This is an optimization exercise on Yosys and OpenROAD, whose aim is small area and a short achievable clock period, not a production implementation. Function was checked by simulation only, so behaviour that the tests miss may differ from the original. The clock port is modelled as an ideal driver, which makes a skipped or thinned clock tree look cheaper than it is; a real chip needs a root buffer or a tree. Power and IR drop assume default switching activity.

==> 07-24 <==
## top
module top (
  input  logic hz100, reset,
  input  logic [20:0] pb,
  output logic [7:0] ss7, ss6, ss5, ss4, ss3, ss2, ss1, ss0,
  output logic red, green
);
Settings: LEC_CHECK=0, CAP_MARGIN=20, CORE_MARGIN=2, CORE_UTILIZATION=40, SETUP_SLACK_MARGIN=4.0, SLEW_MARGIN=20; clock period 10.0 ns.
run.sh (not shown) runs the stock make flow with config.mk's settings and CLKGATE_MAP_FILE= SYNTH_SCRIPT=/design/flow/synth_recipe.tcl, a recipe that flattens the netlist after the stock synthesis.
==> inputs of 10-21, as changes to 07-24 <==
==> flow/design.v (replaced) <==
`default_nettype none
module top (
  input  logic hz100, reset,
  input  logic [20:0] pb,
  output logic [7:0] ss7, ss6, ss5, ss4, ss3, ss2, ss1, ss0,
  output logic red, green
);
  function automatic logic [4:0] dadd(input logic [3:0] a, input logic [3:0] b, input logic ci);
    logic [4:0] c;
    logic [3:0] z, s;
    logic co;
    c[0] = ci;
    for (int i = 0; i < 4; i++) begin
      z[i] = a[i] ^ b[i] ^ c[i];
      c[i+1] = (a[i] & b[i]) | (a[i] & c[i]) | (b[i] & c[i]);
    end
    co = c[4] | (z[3] & z[2]) | (z[3] & z[1]);
    s[0] = z[0];
    s[1] = z[1] ^ co;
    s[2] = z[2] ^ (co & ~z[1]);
    s[3] = z[3] ^ (co & (z[2] | z[1]));
    dadd = {co, s};
  endfunction
  logic [1:0] ph;
  always_ff @(posedge hz100, posedge reset)
    if (reset) ph <= 2'b00;
    else       ph <= {ph[0], ~ph[1]};
  wire step = ph[1] & ph[0];
  wire [19:0] in = pb[19:0];
  wire [4:0] keycode;
  assign keycode[0] = in[1] | in[3] | in[5] | in[7] | in[9]  | in[11] | in[13] | in[15] | in[17] | in[19];
  assign keycode[1] = in[2] | in[3] | in[6] | in[7] | in[10] | in[11] | in[14] | in[15] | in[18] | in[19];
  assign keycode[2] = in[4] | in[5] | in[6] | in[7] | in[12] | in[13] | in[14] | in[15];
  assign keycode[3] = in[8] | in[9] | in[10] | in[11] | in[12] | in[13] | in[14] | in[15];
  assign keycode[4] = in[16] | in[17] | in[18] | in[19];
  logic d0, d1;
  always_ff @(posedge hz100, posedge reset)
    if (reset) begin d0 <= 1'b0; d1 <= 1'b0; end
    else begin d0 <= |in; d1 <= d0; end
  wire strobe = d0 & ~d1;
  logic [4:0] mt;    
  logic [1:0] sel;
  always_ff @(posedge hz100, posedge reset)
    if (reset) begin
      mt <= 5'd5;
      sel <= 2'd0;
    end else if (strobe) begin
      mt <= keycode;
      if (keycode[4:2] == 3'b100) sel <= ~keycode[1:0];
    end
  localparam logic [2:0] INIT = 3'd0, CALC = 3'd1, SET = 3'd2, CHK = 3'd3,
                         HLTL = 3'd4, HLTC = 3'd5, LAND = 3'd6, CRSH = 3'd7;
  logic [2:0] flight;
  logic [14:0] alt;       
  logic [11:0] vel;       
  logic vneg;             
  logic [11:0] fuel;      
  logic [4:0] thrust;     
  logic ac1, ac2, ac3;
  wire [4:0] a0 = dadd(alt[3:0], vel[3:0], 1'b0);
  wire [4:0] a1 = dadd(alt[7:4], vel[7:4], ac1);
  wire [4:0] a2 = dadd(alt[11:8], vel[11:8], ac2);
  wire alt15 = vneg ? (alt[14:12] == 3'd0 && !ac3) : (alt[14:12] == 3'd7 && ac3);
  wire [2:0] a3 = alt[14:12] + {2'b0, ac3} - {2'b0, vneg};    
  wire [14:0] newalt = {a3, a2[3:0], a1[3:0], a0[3:0]};
  wire vb0 = vel[3:0] >= 4'd5;
  wire vb1 = vel[7:4] != 4'd0 || vb0;
  wire vb2 = vel[11:8] != 4'd0 || vb1;
  wire [3:0] i0 = dadd(vel[3:0], 4'd4, 1'b1);
  wire [3:0] i1 = dadd(vel[7:4], 4'd9, vb0);
  wire [3:0] i2 = dadd(vel[11:8], 4'd9, vb1);
  logic vc0, vc1;
  wire [4:0] n0 = dadd(i0, thrust[3:0], 1'b0);
  wire [4:0] n1 = dadd(i1, {3'b0, thrust[4]}, vc0);
  wire [4:0] n2 = dadd(i2, 4'd0, vc1);
  wire newvneg = vneg ? !(vb2 && n2[4]) : !(vb2 || n2[4]);
  wire [11:0] newvel = {n2[3:0], n1[3:0], n0[3:0]};
  always_ff @(posedge hz100) begin
    ac1 <= a0[4];
    ac2 <= a1[4];
    ac3 <= a2[4];
    vc0 <= n0[4];
    vc1 <= n1[4];
  end
  wire [3:0] td0 = (thrust[3] && (thrust[2] || thrust[1])) ? 4'd9 : thrust[3:0];
  logic fc1, fc2;
  wire [4:0] f0 = dadd(fuel[3:0], 4'd9 - td0, 1'b1);
  wire [4:0] f1 = dadd(fuel[7:4], {3'b100, !thrust[4]}, fc1);
  wire [4:0] f2 = dadd(fuel[11:8], 4'd9, fc2);
  wire [11:0] newfuel = {f2[3:0], f1[3:0], f0[3:0]};
  logic fempty, tcut;
  always_ff @(posedge hz100) begin
    fc1 <= f0[4];
    fc2 <= f1[4];
    fempty <= !f2[4];
    tcut <= (f2[4] && newfuel == 12'd0) || fuel == 12'd0;
  end
  wire landok = thrust <= 5'd5 && newvneg && n2[3:0] == 4'd9 &&
                (n1[3:0] > 4'd7 || (n1[3:0] == 4'd7 && n0[3:0] != 4'd0));
  always_ff @(posedge hz100, posedge reset)
    if (reset) begin
      flight <= INIT;
      alt <= 15'h4500;
      vel <= 12'h0;
      vneg <= 1'b0;
      fuel <= 12'h800;
      thrust <= 5'd5;
    end else if (step) begin
      case (flight)
        INIT: flight <= CALC;
        CALC: flight <= SET;
        SET: begin
          fuel <= fempty ? 12'd0 : newfuel;
          alt <= newalt;
          vel <= newvel;
          vneg <= newvneg;
          thrust <= tcut ? 5'd0 : mt;
          flight <= CHK;
        end
        CHK: begin
          if (alt15)
            flight <= landok ? HLTL : HLTC;
          else
            flight <= CALC;
        end
        HLTL, HLTC: begin
          flight <= (flight == HLTL) ? LAND : CRSH;
          alt <= 15'd0;
          vel <= 12'd0;
          vneg <= 1'b0;
        end
        default: ;
      endcase
    end
  assign green = flight == LAND;
  assign red = flight == CRSH;
  display show (.sel(sel), .alt(alt), .vel(vel), .vneg(vneg), .fuel(fuel), .thrust(thrust),
    .ss7(ss7), .ss6(ss6), .ss5(ss5), .ss4(ss4), .ss3(ss3), .ss2(ss2), .ss1(ss1), .ss0(ss0));
endmodule
module display (
  input  logic [1:0] sel,
  input  logic [14:0] alt,
  input  logic [11:0] vel,
  input  logic vneg,
  input  logic [11:0] fuel,
  input  logic [4:0] thrust,
  output logic [7:0] ss7, ss6, ss5, ss4, ss3, ss2, ss1, ss0
);
  function automatic logic [6:0] seg(input logic [3:0] d);
    case (d)
      4'h0: seg = 7'h3F; 4'h1: seg = 7'h06; 4'h2: seg = 7'h5B; 4'h3: seg = 7'h4F;
      4'h4: seg = 7'h66; 4'h5: seg = 7'h6D; 4'h6: seg = 7'h7D; 4'h7: seg = 7'h07;
      4'h8: seg = 7'h7F; 4'h9: seg = 7'h67; 4'hA: seg = 7'h77; 4'hB: seg = 7'h7C;
      4'hC: seg = 7'h39; 4'hD: seg = 7'h5E; 4'hE: seg = 7'h79; default: seg = 7'h71;
    endcase
  endfunction
  function automatic logic [6:0] segd(input logic [3:0] x);
    logic D, C, B, A;
    {D, C, B, A} = x;
    segd[0] = D | B | ~(C ^ A);
    segd[1] = ~C | ~(B ^ A);
    segd[2] = C | ~B | A;
    segd[3] = (~C & ~A) | (B & ~A) | (~C & B) | (C & ~B & A);
    segd[4] = ~A & (~C | B);
    segd[5] = D | (~B & ~A) | (C & ~B) | (C & ~A);
    segd[6] = D | (B ^ C) | (C & ~A);
  endfunction
  wire s0 = sel == 2'd0, s1 = sel == 2'd1, s2 = sel == 2'd2;
  wire [3:0] v3 = s0 ? {1'b0, alt[14:12]} : (s1 ? {vneg, 2'b0, vneg} : 4'd0);
  wire [3:0] v2 = s0 ? alt[11:8] : s1 ? vel[11:8] : s2 ? fuel[11:8] : 4'd0;
  wire [3:0] v1 = s0 ? alt[7:4] : s1 ? vel[7:4] : s2 ? fuel[7:4] : {3'b0, thrust[4]};
  wire [3:0] v0 = s0 ? alt[3:0] : s1 ? vel[3:0] : s2 ? fuel[3:0] : thrust[3:0];
  wire alt3nz = alt[14:12] != 3'd0;
  wire en3 = (s0 && alt3nz) || (s1 && vneg);
  wire en2 = (s0 && (alt3nz || alt[11:8] != 4'd0)) || (s1 && (vneg || vel[11:8] != 4'd0)) ||
             (s2 && fuel[11:8] != 4'd0);
  always_comb begin
    case (sel)
      2'd0: {ss7, ss6, ss5} = 24'h773878;
      2'd1: {ss7, ss6, ss5} = 24'h3E7938;
      2'd2: {ss7, ss6, ss5} = 24'h6F776D;
      default: {ss7, ss6, ss5} = 24'h787650;
    endcase
    ss4 = 8'h00;
    ss3 = {1'b0, (v3 != 4'd0) ? segd(v3) : 7'h00};
    ss2 = {1'b0, (en3 || v2 != 4'd0) ? segd(v2) : 7'h00};
    ss1 = {1'b0, (en2 || v1 != 4'd0) ? segd(v1) : 7'h00};
    ss0 = {1'b0, seg(v0)};
  end
endmodule
==> flow/flow/run.sh (new file) <==
#!/bin/bash
# Own layout flow: the standard layout (standard.sh) with these changes:
#  * synthesis (flow/synth_top.tcl): the display module is mapped by ABC with
#    ORFS's delay script, the rest with flow/area.abc for area, and the adder
#    extraction step is skipped (ADDER_MAP_FILE cleared); registers are the
#    standard synthesis's own;
#  * SYNTH_HIERARCHICAL=1 so that the display module reaches ABC on its own;
#  * buf_2 port buffers;
#  * repair_timing aims at 6.5 ns of setup slack.
# make's output goes to own_flow.log here; ORFS keeps each tool's log under orfs/logs.
set -euo pipefail
W=$(pwd)
export OWN_ABC_SCRIPT=$W/flow/area.abc
export OWN_ABC_D=1000
export OWN_DISP_MAP=speed
export BUFFER_PORTS_ARGS="-buffer_cell sky130_fd_sc_hd__buf_2"
EXTRA="ADDER_MAP_FILE= SYNTH_HIERARCHICAL=1 SETUP_SLACK_MARGIN=6.5"
sed -e "s#SYNTH_SCRIPT=[^ ]*#SYNTH_SCRIPT=$W/flow/synth_top.tcl#" \
    -e "s#\"\${@:-finish}\"#$EXTRA \"\${@:-finish}\"#" standard.sh > own_standard.sh
bash own_standard.sh > own_flow.log 2>&1
==> flow/flow/area.abc (new file) <==
strash
&get -n
&st
&dch -f
&nf -R 1000
&put
==> flow/flow/synth_top.tcl (new file) <==
proc synth {args} { yosys synth -nofsm -noshare {*}$args }
proc abc {args} {
  set i [lsearch -exact $args -script]
  set j [lsearch -exact $args -D]
  if {$j >= 0} { set args [lreplace $args $j [expr {$j + 1}]] }
  set fast $args
  if {$::env(OWN_DISP_MAP) eq "speed"} {
    lappend fast -D $::env(OWN_ABC_D)
  } else {
    lset fast [expr {$i + 1}] $::env(OWN_ABC_SCRIPT)
  }
  yosys abc {*}$fast display
  set slow $args
  lset slow [expr {$i + 1}] $::env(OWN_ABC_SCRIPT)
  yosys abc {*}$slow top
}
source $::env(SCRIPTS_DIR)/synth.tcl
# left out here: clear keep_hierarchy, flatten, clean up, hide names made inside functions, write 1_2_yosys.v
==> flow/standard.sh (new file) <==
#!/bin/bash
# synth_recipe.tcl (not shown) runs the flow's synth.tcl, then flattens the netlist and writes it again
# the make line also repeats each setting of config.mk as NAME=value (left out here)
make -C /OpenROAD-flow-scripts/flow DESIGN_CONFIG=/design/flow/config.mk WORK_HOME=/design/flow/orfs CLKGATE_MAP_FILE= SYNTH_SCRIPT=/design/flow/synth_recipe.tcl "${@:-finish}"
removed: flow/run.sh
==> comparison table <==
| quantity | 07-24 | 10-21 |
|---|---|---|
| Routed wire length per instance | 13.9 um | 15.3 um |
| Clock-pin slew on the worst setup and hold paths | 60 ps | 50 ps |
| Layout clock buffer count | 9 | 12 |
| CP required | 10,260 ps | 8000 ps |
| Flip-flop and latch share of the layout cell area | 21.6% | 25.9% |
| Final cycle utilization of the critical path | 64.5% | 42.0% |
| Violation count after the first detailed-routing iteration | 168 | 262 |
| Proportion of total power due to net switching | 19.8% | 21.1% |
| First-pass GRT wire length | 20.6 mm | 21.2 mm |
| Leading cell type in the layout, fill and taps excluded | sky130_fd_sc_hd__inv_1 | sky130_fd_sc_hd__nand2_1 |
| Endpoint type of the worst setup path | flip-flop | output pin |
| Die Span Y | 121 um | 117 um |
| Net count, final | 817 | 732 |
| Number of clock sinks | 59 | 68 |
| Fraction of area in clock buffers and inverters | 5.39% | 4.69% |
| Area occupied by registers | 1490 um2 | 1680 um2 |
| Result of the run | timing/DRC/antenna clean | timing/DRC/antenna clean |
| Library cell contributing the largest single delay on the critical path | sky130_fd_sc_hd__fa_1 | sky130_fd_sc_hd__mux4_2 |
| Amount of wire on met2 after detailed routing | 5.99 mm | 6.76 mm |
| Worst-case setup slack after placement | 3190 ps | 5250 ps |
| Share of synthesized cell area in and, or, nand and nor gates | 15.7% | 23.0% |
| DR vias/cell | 5.08 | 5.31 |
| Slew at the pin closest to its max-slew limit | 775 ps | 790 ps |
| Power, Total | 646 uW | 614 uW |
| Clock-net power | 388 uW | 324 uW |

==> v19 <==
top, a different RTL version from the one above (not shown whole).
==> flow/config.mk <==
export PLATFORM = sky130hd
export DESIGN_NAME = top
export DESIGN_NICKNAME = top
export VERILOG_FILES = /design/flow/design.v
export SDC_FILE = /design/flow/constraint.sdc
export NUM_CORES = 8
export LEC_CHECK = 0
export CAP_MARGIN = 20
export CORE_MARGIN = 2
export CORE_UTILIZATION = 40
export SETUP_SLACK_MARGIN = 4.0
export SLEW_MARGIN = 20
==> flow/constraint.sdc <==
create_clock -name core_clock -period 10.0 [get_ports {hz100}]
set_input_delay 2.0000 -clock core_clock [delete_from_list [all_inputs] [get_ports {hz100}]]
set_output_delay 2.0000 -clock core_clock [all_outputs]
set_load 0.01 [all_outputs]
standard.sh (not shown) runs the stock make flow with config.mk's settings and CLKGATE_MAP_FILE= SYNTH_SCRIPT=/design/flow/synth_recipe.tcl, a recipe that flattens the netlist after the stock synthesis.
==> flow/flow/run.sh <==
#!/bin/bash
# Own layout flow: the standard layout (standard.sh) with these changes:
#  * synthesis (flow/synth_top.tcl) maps each module with its own ABC script
#    (OWN_MAP): the display and the keypad/display-select logic (pick) for
#    speed, the rest for area; the adder extraction step is skipped
#    (ADDER_MAP_FILE cleared); the registers are the standard synthesis's own;
#  * SYNTH_HIERARCHICAL=1 so that each module reaches ABC on its own;
#  * buf_2 port buffers;
#  * clock tree (flow/own_cts.tcl, ORFS's PRE_CTS_TCL hook): the clock port
#    drives four clkbuf_16, each driving the registers of one quarter of the
#    core, in place of TritonCTS's tree;
#  * one tie cell per constant value (SKIP_REPAIR_TIE_FANOUT=1);
#  * repair_timing aims at 6.6 ns of setup slack.
# make's output goes to own_flow.log here; ORFS keeps each tool's log under orfs/logs.
set -euo pipefail
W=$(pwd)
export OWN_FLOW_DIR=$W/flow
export OWN_MAP="${OWN_MAP:-display:fast2.abc pick:fast5.abc top:area}"
export BUFFER_PORTS_ARGS="-buffer_cell ${OWN_PORTBUF:-sky130_fd_sc_hd__buf_2}"
export PRE_CTS_TCL=$W/flow/own_cts.tcl
export OWN_CTS_GROUPS=${OWN_CTS_GROUPS:-4}
export OWN_CTS_BUF=${OWN_CTS_BUF:-sky130_fd_sc_hd__clkbuf_16}
EXTRA="ADDER_MAP_FILE= SYNTH_HIERARCHICAL=1 SKIP_REPAIR_TIE_FANOUT=1 SETUP_SLACK_MARGIN=${OWN_MARGIN:-6.6} ${OWN_EXTRA:-}"
sed -e "s#SYNTH_SCRIPT=[^ ]*#SYNTH_SCRIPT=$W/flow/synth_top.tcl#" \
    -e "s#\"\${@:-finish}\"#$EXTRA \"\${@:-finish}\"#" standard.sh > own_standard.sh
bash own_standard.sh > own_flow.log 2>&1
==> flow/flow/fast3.abc <==
strash
dch
map
topo
buffer -c
upsize -c
dnsize -c
==> flow/flow/synth_top.tcl <==
proc synth {args} { yosys synth -nofsm -noshare {*}$args }
proc abc {args} {
  set i [lsearch -exact $args -script]
  set j [lsearch -exact $args -D]
  if {$j >= 0} { set args [lreplace $args $j [expr {$j + 1}]] }
  foreach spec $::env(OWN_MAP) {
    lassign [split $spec :] m how
    set fa [string match *+fa $how]
    set how [string map {+fa {}} $how]
    switch -- $how {
      speed { set script $::env(SCRIPTS_DIR)/abc_speed.script }
      area { set script $::env(OWN_FLOW_DIR)/area.abc }
      default { set script $::env(OWN_FLOW_DIR)/$how }
    }
    if {$fa} {
      yosys extract_fa -fa $m
      yosys techmap -map $::env(PLATFORM_DIR)/cells_adders_hd.v $m
      yosys techmap $m
      yosys opt -fast -purge $m
    }
    set a $args
    lset a [expr {$i + 1}] $script
    yosys abc {*}$a $m
  }
}
source $::env(SCRIPTS_DIR)/synth.tcl
# left out here: clear keep_hierarchy, flatten, clean up, hide names made inside functions, write 1_2_yosys.v
Other scripts of this flow, unchanged in this note and not shown: flow/flow/area.abc, flow/flow/fast2.abc, flow/flow/fast5.abc, flow/flow/own_cts.tcl
==> v31 (differences from v19) <==
--- a/flow/design.v
+++ b/flow/design.v
@@ -49,27 +49,24 @@
     vb0 <= vel[3:0] >= 4'd5;
     vb1 <= vel[7:4] != 4'd0 || vel[3:0] >= 4'd5;
     vb2 <= vel[11:4] != 8'd0 || vel[3:0] >= 4'd5;
   end
   wire [3:0] i0 = dadd(vel[3:0], 4'd4, 1'b1);
+  wire [3:0] i1 = dadd(vel[7:4], 4'd9, vb0);
+  wire [3:0] i2 = dadd(vel[11:8], 4'd9, vb1);
   logic vc0, vc1;
   wire [4:0] n0 = dadd(i0, thrust[3:0], 1'b0);
-  wire [3:0] i1 = vb0 ? vel[7:4] : (vel[7:4] == 4'd0 ? 4'd9 : vel[7:4] - 4'd1);
-  wire [4:0] s1 = {1'b0, i1} + {4'b0, thrust[4]} + {4'b0, vc0};
-  wire n1c = s1 >= 5'd10;
-  wire [3:0] n1 = n1c ? s1[3:0] - 4'd10 : s1[3:0];
-  wire [3:0] i2 = vb1 ? vel[11:8] : (vel[11:8] == 4'd0 ? 4'd9 : vel[11:8] - 4'd1);
-  wire n2c = vc1 && i2 == 4'd9;
-  wire [3:0] n2 = vc1 ? (i2 == 4'd9 ? 4'd0 : i2 + 4'd1) : i2;
-  wire newvneg = vneg ? !(vb2 && n2c) : !(vb2 || n2c);
-  wire [11:0] newvel = {n2, n1, n0[3:0]};
+  wire [4:0] n1 = dadd(i1, {3'b0, thrust[4]}, vc0);
+  wire [4:0] n2 = dadd(i2, 4'd0, vc1);
+  wire newvneg = vneg ? !(vb2 && n2[4]) : !(vb2 || n2[4]);
+  wire [11:0] newvel = {n2[3:0], n1[3:0], n0[3:0]};
   always_ff @(posedge hz100) begin
     ac1 <= a0[4];
     ac2 <= a1[4];
     ac3 <= a2[4];
     vc0 <= n0[4];
-    vc1 <= n1c;
+    vc1 <= n1[4];
   end
   wire [3:0] td0 = (thrust[3] && (thrust[2] || thrust[1])) ? 4'd9 : thrust[3:0];
   logic fc1, fc2;
   wire [4:0] f0 = dadd(fuel[3:0], 4'd9 - td0, 1'b1);
   wire [4:0] f1 = dadd(fuel[7:4], {3'b100, !thrust[4]}, fc1);
@@ -80,12 +77,12 @@
     fc1 <= f0[4];
     fc2 <= f1[4];
     fempty <= !f2[4];
     tcut <= (fuel[11:8] == 4'd0 && fuel[7:4] == {3'b0, thrust[4]} && fuel[3:0] == td0) || fuel == 12'd0;
   end
-  wire landhi = thrust <= 5'd5 && newvneg && n2 == 4'd9;
-  wire landlo = n1 > 4'd7 || (n1 == 4'd7 && n0[3:0] != 4'd0);
+  wire landhi = thrust <= 5'd5 && newvneg && n2[3:0] == 4'd9;
+  wire landlo = n1[3:0] > 4'd7 || (n1[3:0] == 4'd7 && n0[3:0] != 4'd0);
   logic landok_hi, landok_lo;
   always_ff @(posedge hz100) begin
     landok_hi <= landhi;
     landok_lo <= landlo;
   end
--- a/flow/flow/run.sh
+++ b/flow/flow/run.sh
@@ -7,20 +7,19 @@
 #  * SYNTH_HIERARCHICAL=1 so that each module reaches ABC on its own;
 #  * buf_2 port buffers;
 #  * clock tree (flow/own_cts.tcl, ORFS's PRE_CTS_TCL hook): the clock port
 #    drives four clkbuf_16, each driving the registers of one quarter of the
 #    core, in place of TritonCTS's tree;
-#  * one tie cell per constant value (SKIP_REPAIR_TIE_FANOUT=1);
 #  * repair_timing aims at 6.6 ns of setup slack.
 # make's output goes to own_flow.log here; ORFS keeps each tool's log under orfs/logs.
 set -euo pipefail
 W=$(pwd)
 export OWN_FLOW_DIR=$W/flow
 export OWN_MAP="${OWN_MAP:-display:fast2.abc pick:fast5.abc top:area}"
 export BUFFER_PORTS_ARGS="-buffer_cell ${OWN_PORTBUF:-sky130_fd_sc_hd__buf_2}"
 export PRE_CTS_TCL=$W/flow/own_cts.tcl
 export OWN_CTS_GROUPS=${OWN_CTS_GROUPS:-4}
 export OWN_CTS_BUF=${OWN_CTS_BUF:-sky130_fd_sc_hd__clkbuf_16}
-EXTRA="ADDER_MAP_FILE= SYNTH_HIERARCHICAL=1 SKIP_REPAIR_TIE_FANOUT=1 SETUP_SLACK_MARGIN=${OWN_MARGIN:-6.6} ${OWN_EXTRA:-}"
+EXTRA="ADDER_MAP_FILE= SYNTH_HIERARCHICAL=1 SETUP_SLACK_MARGIN=${OWN_MARGIN:-6.6}"
 sed -e "s#SYNTH_SCRIPT=[^ ]*#SYNTH_SCRIPT=$W/flow/synth_top.tcl#" \
     -e "s#\"\${@:-finish}\"#$EXTRA \"\${@:-finish}\"#" standard.sh > own_standard.sh
 bash own_standard.sh > own_flow.log 2>&1
==> flow/flow/synth_top.tcl (replaced) <==
proc synth {args} { yosys synth -nofsm -noshare {*}$args }
proc abc {args} {
  # OWN_MAP: a list of module:script, script being "speed" (ORFS's
  # abc_speed.script), "area" (flow/area.abc) or a file name in flow/
  set i [lsearch -exact $args -script]
  set j [lsearch -exact $args -D]
  if {$j >= 0} { set args [lreplace $args $j [expr {$j + 1}]] }
  foreach spec $::env(OWN_MAP) {
    lassign [split $spec :] m how
    switch -- $how {
      speed { set script $::env(SCRIPTS_DIR)/abc_speed.script }
      area { set script $::env(OWN_FLOW_DIR)/area.abc }
      default { set script $::env(OWN_FLOW_DIR)/$how }
    }
    set a $args
    lset a [expr {$i + 1}] $script
    yosys abc {*}$a $m
  }
}
source $::env(SCRIPTS_DIR)/synth.tcl
# left out here: clear keep_hierarchy, flatten, clean up, hide names made inside functions, write 1_2_yosys.v
==> v16 (differences from v19) <==
--- a/flow/design.v
+++ b/flow/design.v
@@ -49,27 +49,24 @@
     vb0 <= vel[3:0] >= 4'd5;
     vb1 <= vel[7:4] != 4'd0 || vel[3:0] >= 4'd5;
     vb2 <= vel[11:4] != 8'd0 || vel[3:0] >= 4'd5;
   end
   wire [3:0] i0 = dadd(vel[3:0], 4'd4, 1'b1);
+  wire [3:0] i1 = dadd(vel[7:4], 4'd9, vb0);
+  wire [3:0] i2 = dadd(vel[11:8], 4'd9, vb1);
   logic vc0, vc1;
   wire [4:0] n0 = dadd(i0, thrust[3:0], 1'b0);
-  wire [3:0] i1 = vb0 ? vel[7:4] : (vel[7:4] == 4'd0 ? 4'd9 : vel[7:4] - 4'd1);
-  wire [4:0] s1 = {1'b0, i1} + {4'b0, thrust[4]} + {4'b0, vc0};
-  wire n1c = s1 >= 5'd10;
-  wire [3:0] n1 = n1c ? s1[3:0] - 4'd10 : s1[3:0];
-  wire [3:0] i2 = vb1 ? vel[11:8] : (vel[11:8] == 4'd0 ? 4'd9 : vel[11:8] - 4'd1);
-  wire n2c = vc1 && i2 == 4'd9;
-  wire [3:0] n2 = vc1 ? (i2 == 4'd9 ? 4'd0 : i2 + 4'd1) : i2;
-  wire newvneg = vneg ? !(vb2 && n2c) : !(vb2 || n2c);
-  wire [11:0] newvel = {n2, n1, n0[3:0]};
+  wire [4:0] n1 = dadd(i1, {3'b0, thrust[4]}, vc0);
+  wire [4:0] n2 = dadd(i2, 4'd0, vc1);
+  wire newvneg = vneg ? !(vb2 && n2[4]) : !(vb2 || n2[4]);
+  wire [11:0] newvel = {n2[3:0], n1[3:0], n0[3:0]};
   always_ff @(posedge hz100) begin
     ac1 <= a0[4];
     ac2 <= a1[4];
     ac3 <= a2[4];
     vc0 <= n0[4];
-    vc1 <= n1c;
+    vc1 <= n1[4];
   end
   wire [3:0] td0 = (thrust[3] && (thrust[2] || thrust[1])) ? 4'd9 : thrust[3:0];
   logic fc1, fc2;
   wire [4:0] f0 = dadd(fuel[3:0], 4'd9 - td0, 1'b1);
   wire [4:0] f1 = dadd(fuel[7:4], {3'b100, !thrust[4]}, fc1);
@@ -80,12 +77,12 @@
     fc1 <= f0[4];
     fc2 <= f1[4];
     fempty <= !f2[4];
     tcut <= (fuel[11:8] == 4'd0 && fuel[7:4] == {3'b0, thrust[4]} && fuel[3:0] == td0) || fuel == 12'd0;
   end
-  wire landhi = thrust <= 5'd5 && newvneg && n2 == 4'd9;
-  wire landlo = n1 > 4'd7 || (n1 == 4'd7 && n0[3:0] != 4'd0);
+  wire landhi = thrust <= 5'd5 && newvneg && n2[3:0] == 4'd9;
+  wire landlo = n1[3:0] > 4'd7 || (n1[3:0] == 4'd7 && n0[3:0] != 4'd0);
   logic landok_hi, landok_lo;
   always_ff @(posedge hz100) begin
     landok_hi <= landhi;
     landok_lo <= landlo;
   end
removed: flow/flow/fast3.abc
==> results.py <==
metrics = {
    "power": {
        "power_frac_clock_pct": 30.5,
    },
    "final_layout": {
        "fin_cells": 963,
    },
    "setup_path": {
        "crit_buf_inv": 2,
    },
    "outcome": {
        "outcome": "finished clean",
    },
    "placement": {
        "gp_congestion": 0.8485,
    },
}
(the above is from v19)
==> results.py <==
metrics = {
    "final_layout": {
        "fin_cells": 965,
        "final_area_sq_mm": 0.006506,
    },
    "worst_hold_path": {
        "hp-class": "reg2reg",
    },
    "placement": {
        "gp_congestion": 0.7966,
    },
    "setup_path": {
        "crit_buf_inv": 1,
    },
    "power": {
        "power_frac_clock_pct": 30.4,
    },
    "outcome": {
        "outcome": "finished clean",
    },
}
(the above is from v31)
==> results.py <==
metrics = {
    "final_layout": {
        "inverters": 38,
        "multi_input_area_sq_mm": 0.003369,
        "fin_cells": 954,
    },
    "setup_path": {
        "crit_buf_inv": 1,
    },
    "placement": {
        "gp_congestion": 0.8326,
    },
    "outcome": {
        "outcome": "finished clean",
    },
    "synthesis": {
        "syn_avg_cell_area_sq_um": 8.099,
    },
    "power": {
        "power_mw": 0.5573,
    },
    "route": {
        "avgViaCountPerCell": 5.716,
    },
}
(the above is from v16)
No run of this note takes its clock network from TritonCTS; it comes from the design's own scripts or RTL.

## re-timing with driven ports
The results above use ideal ports. As a check the final layouts listed here were re-extracted and re-timed, cells and wires unchanged.
Step 1 assumes that a clkbuf_16 drives the clock port and a buf_2 every other input.
Step 2 moves the port delays by t, midway between the first and last clock arrival at a register: inputs arrive t later, outputs are due t later. That takes back most of the time a late clock gives input paths.
a / b / c = no drivers / after step 1 / after step 2; a / b = the first two.
run | t (ns) | slack for setup (ns) | hold WS [ns] | latest minus earliest clock arrival (ns) | slew at the worst register clock pin (ns)
07-24 | 0.370 | 3.550 / 3.550 / 3.550 | 0.381 / 0.381 / 0.381 | 0.006 / 0.006 | 0.06 / 0.06
10-21 | 0.364 | 5.802 / 5.765 / 6.129 | 0.371 / 0.371 / 0.371 | 0.006 / 0.007 | 0.06 / 0.06
v19 | 0.239 | 6.678 / 6.593 / 6.528 | 0.381 / 0.381 / 0.381 | 0.007 / 0.007 | 0.09 / 0.09
v31 | 0.242 | 6.689 / 6.601 / 6.517 | 0.380 / 0.380 / 0.380 | 0.007 / 0.007 | 0.09 / 0.09
v16 | 0.239 | 6.624 / 6.584 / 6.451 | 0.376 / 0.376 / 0.376 | 0.006 / 0.006 | 0.09 / 0.09
After both steps setup and hold are still met in every run listed. The setup slack of v16, which loses most, moves by -0.040 ns with the drivers and by -0.173 ns with both steps.
